Context: an optimization exercise on an open-source flow, tuned for small area, a short achievable clock period and few clock cycles. The choices shown serve that exercise and are no tape-out recipe.
Only simulation tests tie the RTL to the original design; equivalence was not proved.
No activity file was given, so power comes from the tool's default toggle rates.

== nickel ==
Design ddr_rw, start of the top module:
module ddr_rw
(
   input               c3_clk0,
   input               c3_rst0,                
   input               pic_store_done,         
   output reg          lbp_finish,             
   output reg          c3_p0_cmd_en,
   output reg [2:0]    c3_p0_cmd_instr,
   output reg [5:0]    c3_p0_cmd_bl,
   output reg [29:0]   c3_p0_cmd_byte_addr,
   input               c3_p0_cmd_full,
   output reg          c3_p0_wr_en,
   output reg [15:0]   c3_p0_wr_mask,
   output reg [127:0]  c3_p0_wr_data,
   input               c3_p0_wr_full,
   output reg          c3_p0_rd_en,
   input  [127:0]      c3_p0_rd_data,
   input               c3_p0_rd_empty
);
function [12:0] hp;
   input [15:0] p;
   hp = {p[15:12], p[10:6], p[4:1]};
endfunction
function [15:0] add2;
   input [12:0] x;
   input [12:0] y;
   add2 = {{1'b0, x[12:9]} + {1'b0, y[12:9]},
           {1'b0, x[8:4]}  + {1'b0, y[8:4]},
           {1'b0, x[3:0]}  + {1'b0, y[3:0]}};
endfunction
function [15:0] add4;
   input [12:0] a;
   input [12:0] b;
   input [12:0] c;
   input [12:0] d;
   add4 = {{2'b0, a[12:10]} + {2'b0, b[12:10]} + {2'b0, c[12:10]} + {2'b0, d[12:10]},
           {2'b0, a[8:5]}   + {2'b0, b[8:5]}   + {2'b0, c[8:5]}   + {2'b0, d[8:5]},
           {2'b0, a[3:1]}   + {2'b0, b[3:1]}   + {2'b0, c[3:1]}   + {2'b0, d[3:1]}};
endfunction
localparam PH_O0 = 3'd0,    
           PH_LD = 3'd1,    
           PH_O1 = 3'd2,    
           PH_X1 = 3'd3,    
           PH_EW = 3'd4,    
           PH_E0 = 3'd5,    
           PH_E1 = 3'd6;    
reg        run;
reg [2:0]  ph;
reg [3:0]  dj;
reg [6:0]  dr;
reg        ddone;
reg [1:0]  pc;
reg [4:0]  rj;         
reg [6:0]  rr;
  ...
Size: about 520 flip-flops, about 320 I/O pins, roughly 23000 um^2 of cells after synthesis.
export LEC_CHECK = 0
export ABC_AREA = 1
export CAP_MARGIN = 20
export CORE_MARGIN = 2
export CORE_UTILIZATION = 60
export GPL_TIMING_DRIVEN = 0
export PLACE_DENSITY = 0.7
export SETUP_SLACK_MARGIN = 5
export SLEW_MARGIN = 20
create_clock -name core_clock -period 8.0 [get_ports {c3_clk0}]
standard.sh (not shown) runs the stock make flow with config.mk's settings and CLKGATE_MAP_FILE= SYNTH_SCRIPT=/design/flow/synth_recipe.tcl, a recipe that flattens the netlist after the stock synthesis.
==> flow/flow/run.sh <==
#!/bin/bash
# Layout flow: the standard ORFS layout (standard.sh, with the standard
# synthesis unchanged), with these changes to how the layout is made:
#  - the input and output port buffers inserted before global placement are
#    sky130_fd_sc_hd__buf_1 cells instead of the resizer's default choice
#    (every port still gets its own buffer; later repair may resize them);
#  - clock tree synthesis clusters up to 16 sinks per leaf buffer
#    (clkbuf_8 leaves, clkbuf_16 root) and inserts no dummy loads;
#  - the resizer's setup repair aims for 5.25 ns of slack at the design's
#    8 ns clock (the clock and its constraints are unchanged).
# The ORFS logs are under orfs/logs; standard.sh's own output goes to
# standard_flow.log.
set -euo pipefail
export BUFFER_PORTS_ARGS="-buffer_cell sky130_fd_sc_hd__buf_1"
export CTS_ARGS="-sink_clustering_enable -repair_clock_nets -sink_clustering_size 16 -sink_clustering_max_diameter 50 -root_buf sky130_fd_sc_hd__clkbuf_16 -buf_list {sky130_fd_sc_hd__clkbuf_8} -dont_use_dummy_load"
bash standard.sh SETUP_SLACK_MARGIN=5.25 finish > standard_flow.log 2>&1
nickel finished end to end and its layout was clean on timing, DRC and antenna.
Testbench counts of nickel, summed over its fixed seeds: cycles 79,446.
[inputs] raven vs nickel
==> flow/flow/run.sh <==
#!/bin/bash
# Layout flow: the standard ORFS layout (standard.sh, unchanged synthesis),
# with two changes to how the layout is made:
#  - the input and output port buffers inserted before global placement are
#    sky130_fd_sc_hd__buf_1 cells instead of the resizer's default choice
#    (every port still gets its own buffer; later repair may resize them);
#  - clock tree synthesis clusters up to 16 sinks per leaf buffer and
#    inserts no dummy loads.
set -euo pipefail
export BUFFER_PORTS_ARGS="-buffer_cell sky130_fd_sc_hd__buf_1"
export CTS_ARGS="-sink_clustering_enable -repair_clock_nets -sink_clustering_size 16 -sink_clustering_max_diameter 50 -buf_list {sky130_fd_sc_hd__clkbuf_8} -dont_use_dummy_load"
bash standard.sh SETUP_SLACK_MARGIN=5.4 finish > standard_flow.log 2>&1
-- flow/config.mk --
<<< nickel, line 11
export CORE_UTILIZATION = 60
export GPL_TIMING_DRIVEN = 0
export PLACE_DENSITY = 0.7
>>> raven, line 11
export CORE_UTILIZATION = 60
export PLACE_DENSITY = 0.7
Findings:
Global-route wire length before repair delta (raven − nickel): favourable. Of the two values seen for cell with the biggest individual delay on the critical path, dfxtp_4 was produced by raven and fa_1 by nickel. Cell area after layout is lower on nickel. Higher total area of multi-input combinational cells was reported by raven, not nickel. After detailed routing, nickel needs more wire than raven.
For yarrow, these inputs were changed with respect to raven:
-- flow/flow/run.sh --
<<< raven, line 10
export BUFFER_PORTS_ARGS="-buffer_cell sky130_fd_sc_hd__buf_1"
export CTS_ARGS="-sink_clustering_enable -repair_clock_nets -sink_clustering_size 16 -sink_clustering_max_diameter 50 -buf_list {sky130_fd_sc_hd__clkbuf_8} -dont_use_dummy_load"
bash standard.sh SETUP_SLACK_MARGIN=5.4 finish > standard_flow.log 2>&1
>>> yarrow, line 10
export BUFFER_PORTS_ARGS="-buffer_cell sky130_fd_sc_hd__buf_1"
export CTS_ARGS="-sink_clustering_enable -repair_clock_nets -sink_clustering_size 16 -sink_clustering_max_diameter 50 -root_buf sky130_fd_sc_hd__clkbuf_16 -buf_list {sky130_fd_sc_hd__clkbuf_8} -dont_use_dummy_load"
bash standard.sh SETUP_SLACK_MARGIN=5.25 RECOVER_POWER=100 finish > standard_flow.log 2>&1
==> run notes <==
raven finished all stages; the layout is clean.
In yarrow the implementation ran to completion but is not tape-out ready, as the final checks report capacitance limit, slew limit.
Sort raven and yarrow by met2 layer usage reported by global route, ascending, and yarrow comes first.
yarrow — worst slew slack as a fraction of its limit 180 points lower, raven as reference
yarrow vs raven: required arrival time at the worst endpoint up
raven consumes more power than yarrow.
Against raven, yarrow comes in 1.1 mm lower on overall routed net length.
~same post-synthesis instance area in raven and yarrow
Relative to yarrow, the following input files were edited for amber:
==> flow/flow/run.sh <==
#!/bin/bash
# Layout flow: the standard ORFS layout (standard.sh, with the standard
# synthesis unchanged), with these changes to how the layout is made:
#  - the input and output port buffers inserted before global placement are
#    sky130_fd_sc_hd__buf_1 cells instead of the resizer's default choice
#    (every port still gets its own buffer; later repair may resize them);
#  - clock tree synthesis clusters up to 16 sinks per leaf buffer
#    (clkbuf_8 leaves, clkbuf_16 root) and inserts no dummy loads;
#  - the resizer's setup repair aims for 5.25 ns of slack at the design's
#    8 ns clock (the clock and its constraints are unchanged).
# The ORFS logs are under orfs/logs; standard.sh's own output goes to
# standard_flow.log.
set -euo pipefail
export BUFFER_PORTS_ARGS="-buffer_cell sky130_fd_sc_hd__buf_1"
export CTS_ARGS="-sink_clustering_enable -repair_clock_nets -sink_clustering_size 30 -sink_clustering_max_diameter 80 -root_buf sky130_fd_sc_hd__clkbuf_16 -buf_list {sky130_fd_sc_hd__clkbuf_16} -dont_use_dummy_load"
bash standard.sh SETUP_SLACK_MARGIN=5.25 finish > standard_flow.log 2>&1
--- outcome ---
- amber | status: complete | timing, DRC, antenna: pass
- Relative to yarrow, combined area of the multi-input logic cells has gone up in amber.
- [compare] base=yarrow new=amber: sequential portion of the cell area shrank by 0.20 points, maximum frequency saw an increase, wire length reported by the detailed router went down 560 um.
- Largest vdd supply drop grows by more than a quarter when moving from yarrow to amber.
- A capturing instance or port of the critical path of c3_p0_wr_data[30] is what yarrow shows, while c3_p0_wr_data[113] belongs to amber.
- Count of multi-input gates across yarrow and amber: no real change.
- From yarrow to amber the numbers moved as follows: count of vias placed by the detailed router now smaller, fraction of the cycle the final worst path needs saw a decrease, xor and xnor area share after synthesis now sits at about the same level.

## separate check: timing with driven ports
The results above use ideal ports. As a check the final layouts listed here were re-extracted and re-timed, cells and wires unchanged. Step 1: set_driving_cell puts a clkbuf_16 on c3_clk0 and a buf_2 on each other input, an assumption about the parent block. Step 2 adds t to the input delays and takes it off the output delays; t is the mean of the earliest and latest rising clock arrival at the registers after step 1. Input paths then give back, and output paths get back, about the clock's delay inside the block. Three values: ideal, step 1, step 2; two values: the first two.
| run | t (ns) | setup slack, ns | worst setup path at the end | cell pins on the clock port's net |
|---|---|---|---|---|
| nickel | 0.601 | 5.277 / 5.237 / 5.035 | input to register | 1 |
| raven | 0.677 | 5.264 / 5.211 / 4.909 | input to register | 1 |
| yarrow | 0.588 | 3.094 / 3.094 / 3.094 | register to register | 1 |
| amber | 0.614 | 5.276 / 5.223 / 5.003 | input to register | 1 |
The setup slack of raven, which loses most, moves by -0.053 ns with the drivers and by -0.355 ns with both steps.
